This design comes from an exercise in tuning for small area and a short achievable clock period on the open sky130 flow, not from production work.
Only simulation tests tie the RTL to the original design; equivalence was not proved.
No activity file was given, so power comes from the tool's default toggle rates.

**design/flow/run.sh**
```bash
#!/bin/bash
# synth_recipe.tcl (not shown) runs the flow's synth.tcl, then flattens the netlist and writes it again
# the make line also repeats each setting of config.mk as NAME=value (left out here)
make -C /OpenROAD-flow-scripts/flow DESIGN_CONFIG=/design/flow/config.mk WORK_HOME=/design/flow/orfs CLKGATE_MAP_FILE= SYNTH_SCRIPT=/design/flow/synth_recipe.tcl finish
```
**design/flow/config.mk**
```make
export PLATFORM = sky130hd
export DESIGN_NAME = LEGv8_Processor
export DESIGN_NICKNAME = LEGv8_Processor
export VERILOG_FILES = /design/flow/design.v
export SDC_FILE = /design/flow/constraint.sdc
export NUM_CORES = 4
export LEC_CHECK = 0
export CAP_MARGIN = 30
export CORE_MARGIN = 2
export CORE_UTILIZATION = 40
export SLEW_MARGIN = 40
```
**design/flow/constraint.sdc**
```tcl
create_clock -name core_clock -period 7.3 [get_ports {clk}]
set_input_delay 1.4600 -clock core_clock [delete_from_list [all_inputs] [get_ports {clk}]]
set_output_delay 1.4600 -clock core_clock [all_outputs]
set_load 0.01 [all_outputs]
```
**design/flow/design.v**
```verilog
`timescale 1ns / 1ps
module LEGv8_ALC(
    input [10:0] op_code,
    input [1:0]  ALUOp,
    output reg [3:0] ALU_ctrl
    );
    always @(*)
        begin
            case(ALUOp)
            2'b00:
                ALU_ctrl <= 4'b0010;
            2'b01:
                ALU_ctrl <= 4'b0111;
            2'b10:
                if (op_code == 11'b10001011000)
                    ALU_ctrl <= 4'b0010;
                else if (op_code == 11'b11001011000)
                    ALU_ctrl <= 4'b0110;
                else if (op_code == 11'b10001010000)
                    ALU_ctrl <= 4'b0000;
                else if (op_code == 11'b10101010000)
                    ALU_ctrl <= 4'b0001;
                else
                    ALU_ctrl <= 4'b0010;
            default:
                ALU_ctrl <= 4'b0010;
            endcase
        end
endmodule
`timescale 1ns / 1ps
module LEGv8_ALU(
    input [3:0]  ALU_ctrl,
    input [63:0] src_1,
    input [63:0] src_2,
    output reg        zero,
    output reg [63:0] ALU_result
    );
    always @(*)
        case(ALU_ctrl)
            4'b0000: ALU_result <= src_1 & src_2;
            4'b0001:  ALU_result <= src_1 | src_2;
            4'b0010: ALU_result <= src_1 + src_2;
            4'b0110: ALU_result <= src_1 - src_2;
            4'b0111: ALU_result <= src_2;
            4'b1100: ALU_result <= !(src_1 | src_2);
            default: ALU_result <= 64'b0;
        endcase
    always @(ALU_result)
        if (ALU_result == 0)
            zero <= 1'b1;
        else
            zero <= 1'b0;
endmodule
`timescale 1ns / 1ps
module LEGv8_Ctrl(
    input        rst,
    input [10:0] Inst,
    output reg        UBranch,
    output reg        Branch,
    output reg        MemRead,
    output reg        MemtoReg,
    output reg [1:0]  ALUop,
    output reg        MemWrite,
    output reg        ALUSrc,
    output reg        RegWrite
    );
    always @(Inst or rst)
        begin
            if(Inst == 11'd1986)                 
                begin
                    UBranch     <= 1'b0;
                    Branch      <= 1'b0;
                    MemRead     <= 1'b1;
                    MemtoReg    <= 1'b1;
                    ALUop       <= 2'b00;
                    MemWrite    <= 1'b0;
                    ALUSrc      <= 1'b1;
                    RegWrite    <= 1'b1;
                end
            else if (Inst == 11'd1984)           
                begin
                    UBranch     <= 1'b0;
                    Branch      <= 1'b0;
                    MemRead     <= 1'b0;
                    MemtoReg    <= 1'b0;
                    ALUop       <= 2'b00;
                    MemWrite    <= 1'b1;
                    ALUSrc      <= 1'b1;
                    RegWrite    <= 1'b0;
                end
            else if (Inst[10:3] == 8'd180)       
                begin
                    UBranch     <= 1'b0;
                    Branch      <= 1'b1;
                    MemRead     <= 1'b0;
                    MemtoReg    <= 1'b0;
                    ALUop       <= 2'b01;
                    MemWrite    <= 1'b0;
                    ALUSrc      <= 1'b0;
                    RegWrite    <= 1'b0;
                end
            else if (Inst[10:5] == 6'd5)         
                begin
                    UBranch     <= 1'b1;
                    Branch      <= 1'b0;
                    MemRead     <= 1'b0;
                    MemtoReg    <= 1'b0;
                    ALUop       <= 2'b00;
                    MemWrite    <= 1'b0;
                    ALUSrc      <= 1'b0;
                    RegWrite    <= 1'b0;
                end
            else
                begin                            
                    UBranch     <= 1'b0;
                    Branch      <= 1'b0;
                    MemRead     <= 1'b0;
                    MemtoReg    <= 1'b0;
                    ALUop       <= 2'b10;
                    MemWrite    <= 1'b0;
                    ALUSrc      <= 1'b0;
                    RegWrite    <= 1'b1;
                end
        end
endmodule
`timescale 1ns / 1ps
module LEGv8_SE(
    input        rst,
    input [31:0] inst,
    output reg [63:0] extd
    );
    reg [63:0] temp;
    always @(inst or rst)
        case(inst[31:28])
        4'b1111:
            begin
                temp = inst[20:12];
                if (inst[20] == 1)
                    extd <= (64'hFFFFFFFFFFFFFE00) | temp;
                else
                    extd <= (64'h00000000000001FF) & temp;
            end
        4'b1011:
            begin
                temp = inst[23:5];
                if (inst[23] == 1)
                    extd <= (64'hFFFFFFFFFFFC0000) | temp;
                else
                    extd <= (64'h000000000003FFFF) & temp;
            end
        4'b0001:
            begin
                temp = inst[25:0];
                if (inst[25] == 1)
                    extd <= (64'hFFFFFFFFFC000000) | temp;
                else
                    extd <= (64'h0000000003FFFFFF) & temp;
            end
        default:
            begin
                temp = 64'b0;
                extd <= 64'b0;
            end
        endcase
endmodule
`timescale 1ns / 1ps
module LEGv8_RegFile(
    input        clk,
    input        rst,
    input        RegWrite,
    input [4:0]  RR1,
    input [4:0]  RR2,
    input [4:0]  WR,
    input [63:0] WD,
    output reg [63:0] RD1,
    output reg [63:0] RD2
    );
    reg [63:0] RegFile [31:0];
    always @(*)
        begin
            RD1 <= RegFile[RR1];
            RD2 <= RegFile[RR2];
        end
    always @(posedge clk)
        begin
            if(rst)
                RegFile[31] <= 64'h0000000000000000;
            else if(RegWrite == 1'b1)
                begin
                    RegFile[WR] <= WD;
                end
        end
endmodule
`timescale 1ns / 1ps
module LEGv8_MEM(
    input rst,
    input UBranch,
    input Branch,
    input is_zero,
    output reg PCSrc
    );
    reg CBZ;
    always @(Branch or is_zero)
        begin
            CBZ <= Branch & is_zero;
        end
    always @(UBranch or CBZ)
        begin
            PCSrc <= UBranch | CBZ;
        end
endmodule
`timescale 1ns / 1ps
module LEGv8_IF(
    input        clk,
    input        rst,
    input        PCSrc,
    input [63:0] Br_Tar,
    output reg [63:0] PC
    );
    always @(posedge clk)
        if (rst)
            PC <= 64'b0;
        else
        case (PCSrc)
        1'b0:
            begin
                PC <= PC + 4;
            end
        1'b1:
            begin
                PC <= Br_Tar;
            end
        endcase
endmodule
`timescale 1ns / 1ps
module LEGv8_ID(
    input        clk,
    input        rst,
    input [31:0] inst,
    input [4:0]  WR,
    input [63:0] WD,
    input        RegWrite,
    output wire [63:0] RD1,
    output wire [63:0] RD2,
    output wire [63:0] SE,
    output wire        UBranch,
    output wire        Branch,
    output wire        MemRead,
    output wire        MemtoReg,
    output wire [1:0]  ALUop,
    output wire        MemWrite,
    output wire        ALUSrc,
    output wire        RegWrite_c
    );
    reg Reg2Loc;
    reg [10:0] opcode;
    reg [4:0]  RR1;
    reg [4:0]  RR2;
    LEGv8_RegFile RF_mod(clk, rst, RegWrite, RR1, RR2, WR, WD, RD1, RD2);
    LEGv8_SE      SE_mod(rst, inst, SE);
    LEGv8_Ctrl    CT_mod(rst, opcode, UBranch, Branch, MemRead, MemtoReg,
                         ALUop, MemWrite, ALUSrc, RegWrite_c);
    always @(inst or rst)
        begin
            Reg2Loc = inst[28];
            opcode  <= inst[31:21];
            RR1     <= inst[9:5];
            case(Reg2Loc)
            1'b0:
                begin
                    RR2 <= inst[20:16];
                end
            1'b1:
                begin
                    RR2 <= inst[4:0];
                end
            endcase
        end
endmodule
`timescale 1ns / 1ps
module LEGv8_EX(
    input [63:0] RD1,
    input [63:0] RD2,
    input [63:0] PC,
    input [63:0] SE,
    input [10:0] op_code,
    input [1:0]  ALUop,
    input        ALUSrc,
    output reg  [63:0] Br_Tar,
    output wire        is_zero,
    output wire [63:0] ALU_result
    );
    reg  [63:0] src_2;
    reg  [63:0] shift;
    wire [3:0]  ALU_ctrl;
    LEGv8_ALC ALC_mod(op_code, ALUop, ALU_ctrl);
    LEGv8_ALU ALU_mod(ALU_ctrl, RD1, src_2, is_zero, ALU_result);
    always @(*)
        begin
            case(ALUSrc)
                1'b0: src_2 <= RD2;
                1'b1: src_2 <= SE;
            endcase
        end
    always @(SE)
        begin
            shift <= SE << 2;
        end
    always @(*)
        begin
            Br_Tar <= PC + shift;
        end
endmodule
`timescale 1ns / 1ps
module LEGv8_Processor(
    input        clk,
    input        rst,
    input [31:0] inst,
    input [63:0] RD_DM,
    output wire [63:0] PC,
    output reg [63:0] address_DM,
    output reg [63:0] WD_DM,
    output reg        MemRead_DM,
    output reg        MemWrite_DM
    );
    reg [63:0] IF_PC;
    reg [31:0] IF_inst;
    reg        IF_valid;
    reg [63:0] ID_RD1;
    reg [63:0] ID_RD2;
    reg [63:0] ID_PC;
    reg [63:0] ID_SE;
    reg        ID_UBranch;
    reg        ID_Branch;
    reg        ID_MemRead;
    reg        ID_MemtoReg;
    reg [1:0]  ID_ALUop;
    reg        ID_MemWrite;
    reg        ID_ALUSrc;
    reg        ID_RegWrite;
    reg [10:0] ID_op_code;
    reg [4:0]  ID_WR;
    reg [63:0] EX_Br_Tar;
    reg        EX_is_zero;
    reg [63:0] EX_ALU_result;
    reg        EX_UBranch;
    reg        EX_Branch;
    reg        EX_MemRead;
    reg        EX_MemtoReg;
    reg        EX_MemWrite;
    reg        EX_RegWrite;
    reg [63:0] EX_WD;
    reg [4:0]  EX_WR;
    reg [63:0] WB_RD_DM;
    reg [63:0] WB_ALU_result;
    reg [4:0]  WB_WR;
    reg        WB_MemtoReg;
    reg        WB_RegWrite;
    wire        PCSrc;
    wire [63:0] RD1;
    wire [63:0] RD2;
    wire [63:0] SE;
    wire        UBranch;
    wire        Branch;
    wire        MemRead;
    wire        MemtoReg;
    wire [1:0]  ALUop;
    wire        MemWrite;
    wire        ALUSrc;
    wire        RegWrite;
    wire [63:0] Br_Tar;
    wire        is_zero;
    wire [63:0] ALU_result;
    reg [63:0] WriteData;
    LEGv8_IF  M0(clk, rst, PCSrc, EX_Br_Tar, PC);
    LEGv8_ID  M1(clk, rst, IF_inst, WB_WR, WriteData,
                 WB_RegWrite, RD1, RD2, SE, UBranch, Branch,
                 MemRead, MemtoReg, ALUop, MemWrite,
                 ALUSrc, RegWrite);
    LEGv8_EX  M2(ID_RD1, ID_RD2, ID_PC, ID_SE, ID_op_code,
                 ID_ALUop, ID_ALUSrc, Br_Tar, is_zero,
                 ALU_result);
    LEGv8_MEM M3(rst, EX_UBranch, EX_Branch, EX_is_zero, PCSrc);
    always @(posedge clk)
        begin
            IF_PC <= PC;
            IF_inst <= inst;
            ID_RD1 <= RD1;
            ID_RD2 <= RD2;
            ID_PC <= IF_PC;
            ID_SE <= SE;
            ID_MemtoReg <= MemtoReg;
            ID_ALUop <= ALUop;
            ID_ALUSrc <= ALUSrc;
            ID_op_code <= IF_inst[31:21];
            ID_WR <= IF_inst[4:0];
            EX_Br_Tar <= Br_Tar;
            EX_is_zero <= is_zero;
            EX_ALU_result <= ALU_result;
            EX_WD <= ID_RD2;
            EX_WR <= ID_WR;
            EX_MemtoReg <= ID_MemtoReg;
            WB_RD_DM <= RD_DM;
            WB_ALU_result <= EX_ALU_result;
            WB_WR <= EX_WR;
            WB_MemtoReg <= EX_MemtoReg;
        end
    always @(posedge clk)
        begin
            if (rst)
                begin
                    IF_valid <= 1'b0;
                    ID_UBranch <= 1'b0;
                    ID_Branch <= 1'b0;
                    ID_MemRead <= 1'b0;
                    ID_MemWrite <= 1'b0;
                    ID_RegWrite <= 1'b0;
                    EX_UBranch <= 1'b0;
                    EX_Branch <= 1'b0;
                    EX_MemRead <= 1'b0;
                    EX_MemWrite <= 1'b0;
                    EX_RegWrite <= 1'b0;
                    WB_RegWrite <= 1'b0;
                end
            else
                begin
                    IF_valid <= 1'b1;
                    ID_UBranch <= UBranch & IF_valid;
                    ID_Branch <= Branch & IF_valid;
                    ID_MemRead <= MemRead & IF_valid;
                    ID_MemWrite <= MemWrite & IF_valid;
                    ID_RegWrite <= RegWrite & IF_valid;
                    EX_UBranch <= ID_UBranch;
                    EX_Branch <= ID_Branch;
                    EX_MemRead <= ID_MemRead;
                    EX_MemWrite <= ID_MemWrite;
                    EX_RegWrite <= ID_RegWrite;
                    WB_RegWrite <= EX_RegWrite;
                end
        end
    always @(*)
        begin
            address_DM <= EX_ALU_result;
            WD_DM <= EX_WD;
            MemRead_DM <= EX_MemRead;
            MemWrite_DM <= EX_MemWrite;
        end
    always @(*)
        begin
        case(WB_MemtoReg)
            1'b0: WriteData <= WB_ALU_result;
            1'b1: WriteData <= WB_RD_DM;
        endcase
        end
endmodule
```
==> key figures, run 1 <==
Status
  • Status: no timing/DRC/antenna violations

Routing
  • Routed vias/inst: 6.24
  • Routed WL: 412 mm
  • Detail Route Antenna Nets: 0
  • Drt pass-1 iters: 6
  • Remaining DRCs: 0
  • Wire length per cell: 33.1 µm
  • DR iter-0 viols: 9,677
  • Vias: 77,800

Synthesis
  • Fraction of registers with async set/reset: 0
  • Share of the synthesized area in the top cell type: 0.499
  • Sequential share of the synthesized area: 0.620
  • Mapped cell area: 123,000 µm²
  • Yosys cell types: 77
  • Post-synth EDFFs: 2,048
  • Yosys warnings: 10
  • Most used DFF post-synth: edfxtp_1
  • Synth top area cells: edfxtp_1, mux4_2, dfxtp_1, nand2_1, nand3_1
  • Syn avg cell area: 16.0 µm²
  • Yosys reg bits: 2,791
  • Yosys top cell by area: edfxtp_1
  • Cell count after synthesis: 7,697

Clock tree
  • Sink Count: 2,791
  • CTS max path bufs: 4
  • H-tree lvl count: 5
  • CTS root buffer: clkbuf_16
  • Clk slew on worst S/H paths: 0.06 ns
  • Clock insertion delay at the later pin of the skew report: 0.94 ns
  • Inserted Clock Buffers: 306
  • CTS tree: yes

Placed design
  • Gpl congestion: 0.937
  • Placed inst area: 133,000 µm²
  • Worst slack at placement: -0.109 ns
  • Post-DP HPWL: 252 mm
  • PortBufs: 291

Die
  • Io pins: 292
  • # rows: 203
  • Die Height: 559 µm
  • Die W: 559 µm
  • Die area: 313,000 µm²
  • Starting density of the core: 0.402
  • Core area: 306,000 µm²

Layout
  • Syn-to-layout area delta: 16.3%
  • Most frequent cells in the layout: edfxtp_1, mux4_2, nand2_1
  • Reg with most FFs: M1.RF_mod.RegFile
  • Largest register FFs: 2,048
  • Fin nets: 8,310
  • Layout filler cell count: 26,100
  • Most common cell after layout, fill and taps aside: edfxtp_1
  • Final Cell Area: 143,000 µm²
  • Share of layout cells above drive strength 1: 0.249

Worst hold path
  • Hold Crit Start: IF_PC[62]
  • Hold worst-path end: ID_PC[62]
  • Hold Path Depth: 0
  • Hold WC Path Type: reg2reg

Critical path
  • Crit path DAT: 7.77 ns
  • Critical Path Fanout Max: 53
  • Crit end category: flop
  • CP max stage cell: or4b_2
  • CP peak stage delay: 0.68 ns
  • Req. time, crit path: 8.16 ns
  • Worst R2R Path Depth: 26
  • FF-to-FF Start: ID_ALUSrc
  • R2r endpoint: EX_is_zero
  • CP most frequent cell: nor2_1
  • Kind of critical path: reg2reg
  • CP Launch Type: flop
  • Reg-to-reg slack, setup: 0.39 ns

Timing
  • Fin crit period: 6.91 ns
  • Setup violators final: 0
  • Slew @ Worst Pin: 0.955 ns
  • Setup WS post-layout: 0.386 ns
  • Slew Limit Fails: 0
  • Fmax: 145 MHz
  • Worst-case clock skew: 0.0694 ns
  • Fin Hold WS: 0.296 ns
  • RSZ-0062 raised after global routing: no
  • Hold Vio Cnt, Final: 0
  • Slew margin rel.: 0.345
  • Fin crit share: 0.947

Global route
  • Initial antenna violation count: 32
  • Total GRT Usage: 0.258
  • Pin count of the biggest net entering global routing: 118
  • Vias in the first global route: 77,400
  • Grt ovf: 0
  • First-pass GRT wire length: 582 mm

Power
  • PwrDens: 264 nW/µm²
  • Power Total: 0.0378 W
  • VDD IR max: 0.000203 V
  • Leak: 44.5 nW

Run
  • Max cap viols: 0
## synth_stat cells, types with 61 or more instances
master    count
edfxtp_1   2048
a211oi_1     61
o21ai_0     240
ha_1        130
xor2_1      120
mux4_2     1152
mux2_2       66
clkbuf_1    372
nand3_1     403
xnor2_1     101
a21oi_1     218
mux2i_1     101
dfxtp_1     743
nand2_1     808
a21o_1       77
buf_1       128
nor2_1      309
## metrics by stage
step           cells   util  TNS [ns]
2_1_floorplan   7697      -         0
3_3_place_gp   11800  0.432    -0.247
5_1_grt        12500  0.468         0
6_report       12500  0.468         0
3_5_place_dp   11900  0.434    -0.109
4_1_cts        12400  0.467         0
## cell families (layout without fill, tap and decap cells)
family / count (synthesis) / count (layout) / synth area share
muxes: 1319 / 1319 / 0.225
adders and majority gates: 134 / 134 / 0.0137
xor gates and xnor gates: 221 / 221 / 0.0157
AOI/OAI and AO/OA: 847 / 847 / 0.0431
and+or+nand+nor: 1825 / 1825 / 0.0661
other: 0 / 32 / 0
DFF: 2791 / 2791 / 0.620
buffers and inverters: 560 / 1200 / 0.0171
## power by group
group / switching (W) / internal [W] / leakage [nW]
Combinational: 0.00245 / 0.00172 / 17.7
Clock: 0.00665 / 0.00911 / 5.00
Sequential: 0.000580 / 0.0173 / 21.8
Total: 0.00969 / 0.0282 / 44.5
## critical path, delay by kind of cell (launching register included)
kind                       cells  cell delay [ns]
AOI/OAI and AO/OA              6             1.23
buffers and inverters          3             0.63
and+or+nand+nor               14             3.95
xor gates and xnor gates       2             0.32
adders and majority gates      1             0.34
DFF                            1             0.39
## final cells by class
cell class,instances,area [µm²],area share
antenna,32,80.1,0.000559
multi-input combinational,4346,45300,0.316
tap,4100,5130,0.0358
clock buffer,416,8520,0.0594
timing repair buffer,583,5960,0.0415
inverter,52,195,0.00136
sequential,2791,76400,0.533
clock inverter,149,1770,0.0123
## worst max-delay path by stage
stage,start,slack [ns],depth (start not counted),end
3_3_place_gp,ID_ALUSrc,-0.25,23,EX_is_zero
3_5_place_dp,ID_ALUSrc,-0.11,23,EX_is_zero
5_1_grt,ID_ALUSrc,0.002,26,EX_is_zero
2_1_floorplan,ID_ALUSrc,0.60,31,EX_is_zero
6_report,ID_ALUSrc,0.39,26,EX_is_zero
4_1_cts,ID_ALUSrc,0.07,26,EX_is_zero
## metal layers
| layer | part of all wire | global-route usage |
|---|---|---|
| met5 | 0.00023 | 0 |
| met4 | 0.051 | 0.119 |
| met3 | 0.098 | 0.0557 |
| met2 | 0.46 | 0.403 |
| met1 | 0.39 | 0.347 |
## what timing repair did
item / CTS / global route
setup endpoints to repair: 1 / 4
setup buffers: 0 / 1
pin swaps: 0 / 1
hold buffers: 0 / 0
gates resized for setup: 2 / 5
==> run 2: changes to the inputs <==
==> design/flow/design.v (replaced) <==
`timescale 1ns / 1ps
module LEGv8_Processor(
    input        clk,
    input        rst,
    input [31:0] inst,
    input [63:0] RD_DM,
    output wire [63:0] PC,
    output wire [63:0] address_DM,
    output wire [63:0] WD_DM,
    output wire        MemRead_DM,
    output wire        MemWrite_DM
    );
    reg  [63:2] pc_q;
    reg         ex_take;
    reg  [63:0] ex_res;
    assign PC = {pc_q, 2'b00};
    always @(posedge clk)
        if (rst)
            pc_q <= 62'd0;
        else if (ex_take)
            pc_q <= ex_res[63:2];
        else
            pc_q <= pc_q + 62'd1;
    wire [10:0] op = inst[31:21];
    wire f_ld  = (op == 11'b11111000010);
    wire f_st  = (op == 11'b11111000000);
    wire f_cbz = (op[10:3] == 8'b10110100);
    wire f_b   = (op[10:5] == 6'b000101);
    wire f_r   = ~(f_ld | f_st | f_cbz | f_b);
    reg [25:0] if_inst;
    reg [4:0]  if_rr2;
    reg [63:2] if_pc;
    reg        if_valid;
    reg        if_ld, if_st, if_cbz, if_b, if_br, if_r, if_sub, if_logic, if_orr;
    always @(posedge clk) begin
        if_inst  <= inst[25:0];
        if_rr2   <= inst[28] ? inst[4:0] : inst[20:16];
        if_pc    <= pc_q;
        if_valid <= ~rst;
        if_ld    <= f_ld;
        if_st    <= f_st;
        if_cbz   <= f_cbz;
        if_b     <= f_b;
        if_br    <= f_cbz | f_b;
        if_r     <= f_r;
        if_sub   <= (op == 11'b11001011000);
        if_logic <= (op == 11'b10001010000) | (op == 11'b10101010000);
        if_orr   <= (op == 11'b10101010000);
    end
    wire d_mem = if_ld | if_st;
    reg [27:0] d_imm;
    always @(*)
        if (d_mem)
            d_imm = {{19{if_inst[20]}}, if_inst[20:12]};
        else if (if_cbz)
            d_imm = {{7{if_inst[23]}}, if_inst[23:5], 2'b00};
        else
            d_imm = {if_inst[25:0], 2'b00};
    reg [63:0] rf [0:31];
    reg [63:0] wb_data;
    reg [4:0]  wb_wr;
    reg        wb_rw;
    wire [63:0] rd1 = rf[if_inst[9:5]];
    wire [63:0] rd2 = rf[if_rr2];
    always @(posedge clk)
        if (rst)
            rf[31] <= 64'd0;
        else if (wb_rw)
            rf[wb_wr] <= wb_data;
    reg [63:0] id_a;
    reg [63:0] id_b;
    reg [27:0] id_imm;
    reg        id_useimm, id_sub, id_logic, id_orr;
    reg [4:0]  id_wr;
    reg        id_ld, id_st, id_cbz, id_b_br, id_rw;
    always @(posedge clk) begin
        id_a      <= if_br ? {if_pc, 2'b00} : rd1;
        id_b      <= rd2;
        id_imm    <= d_imm;
        id_useimm <= ~if_r;
        id_sub    <= if_sub;
        id_logic  <= if_logic;
        id_orr    <= if_orr;
        id_wr     <= if_inst[4:0];
        if (rst) begin
            id_ld   <= 1'b0;
            id_st   <= 1'b0;
            id_cbz  <= 1'b0;
            id_b_br <= 1'b0;
            id_rw   <= 1'b0;
        end else begin
            id_ld   <= if_valid & if_ld;
            id_st   <= if_valid & if_st;
            id_cbz  <= if_valid & if_cbz;
            id_b_br <= if_valid & if_b;
            id_rw   <= if_valid & (if_r | if_ld);
        end
    end
    wire [63:0] op2 = id_useimm ? {{36{id_imm[27]}}, id_imm} : id_b;
    wire [63:0] op2x = id_sub ? ~op2 : op2;
    wire [64:0] sum1 = {id_a, 1'b1} + {op2x, id_sub};
    wire [63:0] sum = sum1[64:1];
    wire [63:0] lgc = id_orr ? (id_a | id_b) : (id_a & id_b);
    wire [63:0] res = id_logic ? lgc : sum;
    wire        take = id_b_br | (id_cbz & ~|id_b);
    reg [63:0] ex_wd;
    reg [4:0]  ex_wr;
    reg        ex_ld, ex_st, ex_rw;
    always @(posedge clk) begin
        ex_res <= res;
        ex_wd  <= id_b;
        ex_wr  <= id_wr;
        if (rst) begin
            ex_ld   <= 1'b0;
            ex_st   <= 1'b0;
            ex_rw   <= 1'b0;
            ex_take <= 1'b0;
        end else begin
            ex_ld   <= id_ld;
            ex_st   <= id_st;
            ex_rw   <= id_rw;
            ex_take <= take;
        end
    end
    assign address_DM  = ex_res;
    assign WD_DM       = ex_wd;
    assign MemRead_DM  = ex_ld;
    assign MemWrite_DM = ex_st;
    always @(posedge clk) begin
        wb_data <= ex_ld ? RD_DM : ex_res;
        wb_wr   <= ex_wr;
        wb_rw   <= ~rst & ex_rw;
    end
endmodule
==> run 2 against run 1 <==
  * Still clean on timing, DRC and antenna
  * Clock skew down 0.018 ns
  * Area after synthesis is 6.7% lower
  * Wire length fell by 9.2%
  * Die area fell by 6.6%
  * Design area decreased by 6.9%
  * Critical path type unchanged
==> key figures, run 2 <==
Global route
  • Pin count of the biggest net entering global routing: 109
  • Initial antenna violation count: 20
  • Total GRT Usage: 0.254
  • Vias in the first global route: 66,400
  • Grt ovf: 0
  • First-pass GRT wire length: 521 mm

Critical path
  • Critical Path Fanout Max: 37
  • FF-to-FF Start: id_useimm
  • Worst R2R Path Depth: 14
  • Kind of critical path: reg2reg
  • Crit path DAT: 5.63 ns
  • R2r endpoint: ex_res[60]
  • Reg-to-reg slack, setup: 2.40 ns
  • Req. time, crit path: 8.03 ns
  • CP Launch Type: flop
  • Crit end category: flop

Clock tree
  • Sink Count: 2,590
  • CTS tree: yes
  • Hold Buf Count CTS: 0
  • Inserted Clock Buffers: 290
  • Clk slew on worst S/H paths: 0.06 ns
  • CTS resizes: 0
  • CTS max path bufs: 4
  • Clock insertion delay at the later pin of the skew report: 0.87 ns
  • # Post-CTS Setup Buffers: 0
  • CTS root buffer: clkbuf_16
  • H-tree lvl count: 5

Timing
  • Fmax: 204 MHz
  • Setup violators final: 0
  • Slew @ Worst Pin: 0.941 ns
  • Hold Vio Cnt, Final: 0
  • Fin crit period: 4.90 ns
  • Slew margin rel.: 0.366
  • Slew Limit Fails: 0
  • Worst-case clock skew: 0.0518 ns
  • Fin Hold WS: 0.320 ns
  • Fin crit share: 0.671
  • RSZ-0062 raised after global routing: no
  • Setup TNS: 0 ns

Synthesis
  • Cell count after synthesis: 6,090
  • Post-synth EDFFs: 2,048
  • Synth top area cells: edfxtp_1, mux4_2, dfxtp_1, mux2_2, mux2i_1
  • Syn avg cell area: 18.9 µm²
  • Sequential share of the synthesized area: 0.629
  • Yosys cell types: 78
  • Most used DFF post-synth: edfxtp_1
  • Yosys reg bits: 2,590
  • Fraction of registers with async set/reset: 0
  • Yosys top cell by area: edfxtp_1
  • Commonest cells post-synth: edfxtp_1, mux4_2, dfxtp_1, clkbuf_1, nor2_1
  • Share of the synthesized area in the top cell type: 0.535
  • Most frequent cell after synthesis: edfxtp_1
  • Mapped cell area: 115,000 µm²
  • Yosys warnings: 1

Routing
  • Detail Route Antenna Nets: 0
  • Routed WL: 374 mm
  • Drt pass-1 iters: 5
  • DR iter-0 viols: 8,234
  • Vias: 65,800
  • Remaining DRCs: 0
  • Wire length per cell: 35.8 µm
  • Routed vias/inst: 6.30

Worst hold path
  • Hold worst-path end: wb_wr[1]
  • Hold Path Depth: 0
  • Hold Crit Start: ex_wr[1]
  • Hold WC Path Type: reg2reg

Die
  • Die area: 292,000 µm²
  • Core area: 286,000 µm²
  • Die Height: 540 µm
  • Die W: 540 µm
  • Io pins: 292
  • Starting density of the core: 0.403
  • # rows: 196

Layout
  • Layout filler cell count: 23,700
  • Largest register FFs: 2,048
  • Most frequent cells in the layout: edfxtp_1, mux4_2, dfxtp_1
  • Fin nets: 6,608
  • Register cell area after layout: 72,400 µm²
  • Syn-to-layout area delta: 16.0%
  • Share of layout cells above drive strength 1: 0.330
  • Reg with most FFs: rf
  • Area used by multi-input combinational logic: 41,400 µm²
  • Most common cell after layout, fill and taps aside: edfxtp_1

Placed design
  • Post-DP HPWL: 231 mm
  • Gpl congestion: 0.909
  • PortBufs: 289

Run
  • Max cap viols: 0

Power
  • VDD IR max: 0.000181 V
  • PwrDens: 264 nW/µm²
  • Leak: 43.3 nW

Status
  • Status: no timing/DRC/antenna violations
run 2: report_power, final:
part           switching [W]  internal [W]
logic                0.00184       0.00169
registers           0.000793        0.0162
clock network        0.00609       0.00861
run 2: critical path, cell delays in order, from the launching register on:
cell and delay (ns):
dfxtp_2 0.32, buf_4 0.44, clkinv_2 0.70, a21oi_1 0.38, xnor2_1 0.09, ha_1 0.40, a21o_1 0.21, o21bai_1 0.19
a221oi_1 0.43, o221ai_1 0.22, nor2_2 0.33, o21bai_2 0.22, a21o_1 0.25, a2111o_1 0.41, o211a_1 0.13
run 2: cell type report:
type,instances,share of cell area
Clock buffer,397,0.0618
Sequential cell,2590,0.543
Tap cell,3762,0.0353
Antenna cell,11,0.000206
Clock inverter,126,0.00953
Inverter,28,0.000797
Timing Repair Buffer,477,0.0399
Multi-Input combinational cell,3054,0.310
run 2: worst max-delay path by stage:
stage / startpoint / endpoint / cells past startpoint
floorplan: rst / rf[24][0] / 6
CTS: id_sub / ex_res[57] / 11
global route: id_useimm / ex_res[60] / 14
global placement: rst / rf[9][25] / 7
detailed placement: rst / rf[24][41] / 6
finish: id_useimm / ex_res[60] / 14
run 2: cell families (layout without fill, tap and decap cells):
logic type | count (synthesis) | after routing | synth area share
compound gates | 495 | 495 | 0.0253
xor+xnor | 174 | 174 | 0.0132
fa+ha+maj | 129 | 129 | 0.0127
buf+inv | 447 | 1028 | 0.0148
flops | 2590 | 2590 | 0.629
mux | 1536 | 1536 | 0.274
other cells | 1 | 13 | 0.0000326
simple gates | 718 | 718 | 0.0306
run 2: metrics by stage:
step	utilization	setup WS, ns	power (W)	instances	cell area, µm²
floorplan	-	1.74	0.0190	6091	115000
global placement	0.431	2.34	0.0209	9884	123000
detailed placement	0.433	2.49	0.0208	9906	124000
CTS	0.467	2.59	0.0355	10400	133000
global route	0.467	2.19	0.0362	10400	133000
finish	0.467	2.40	0.0353	10400	133000
run 2: layer usage:
layer  up-vias  track usage  part of all wire  wire, µm
li1      26100            -                 -         -
met1     35600        0.337              0.39    145000
met2      3373        0.410              0.48    180000
met3       682       0.0493             0.085     31900
met4         6        0.109             0.049     18300
met5         -            0           0.00011        40

==> afterwards: timing with drivers on the ports <==
In the flow no input, the clock included, has a driving cell. The finished layouts below were timed again as built, in two steps. Step 1 (the two cells are an assumption about what drives the block):
set clk [get_ports {clk}]
set_driving_cell -lib_cell sky130_fd_sc_hd__clkbuf_16 $clk
set_driving_cell -lib_cell sky130_fd_sc_hd__buf_2 [delete_from_list [all_inputs] $clk]
Step 2, shift: input delay + t, output delay - t, t = (earliest + latest rising clock arrival at the registers) / 2. This alone moves slack from input paths to output paths. a / b / c = no drivers / after step 1 / after step 2; a / b = the first two.
| run | shift t [ns] | setup WS [ns] | hold WS [ns] | worst data-port slew with drivers (ns) | cell pins on the clock port's net |
|---|---|---|---|---|---|
| run 1 | 1.011 | 0.386 / 0.386 / 0.386 | 0.296 / 0.296 / 0.296 | 0.13 | 1 |
| run 2 | 0.946 | 2.400 / 2.400 / 2.400 | 0.320 / 0.320 / 0.320 | 0.05 | 1 |
After both steps every run listed still meets setup and hold.
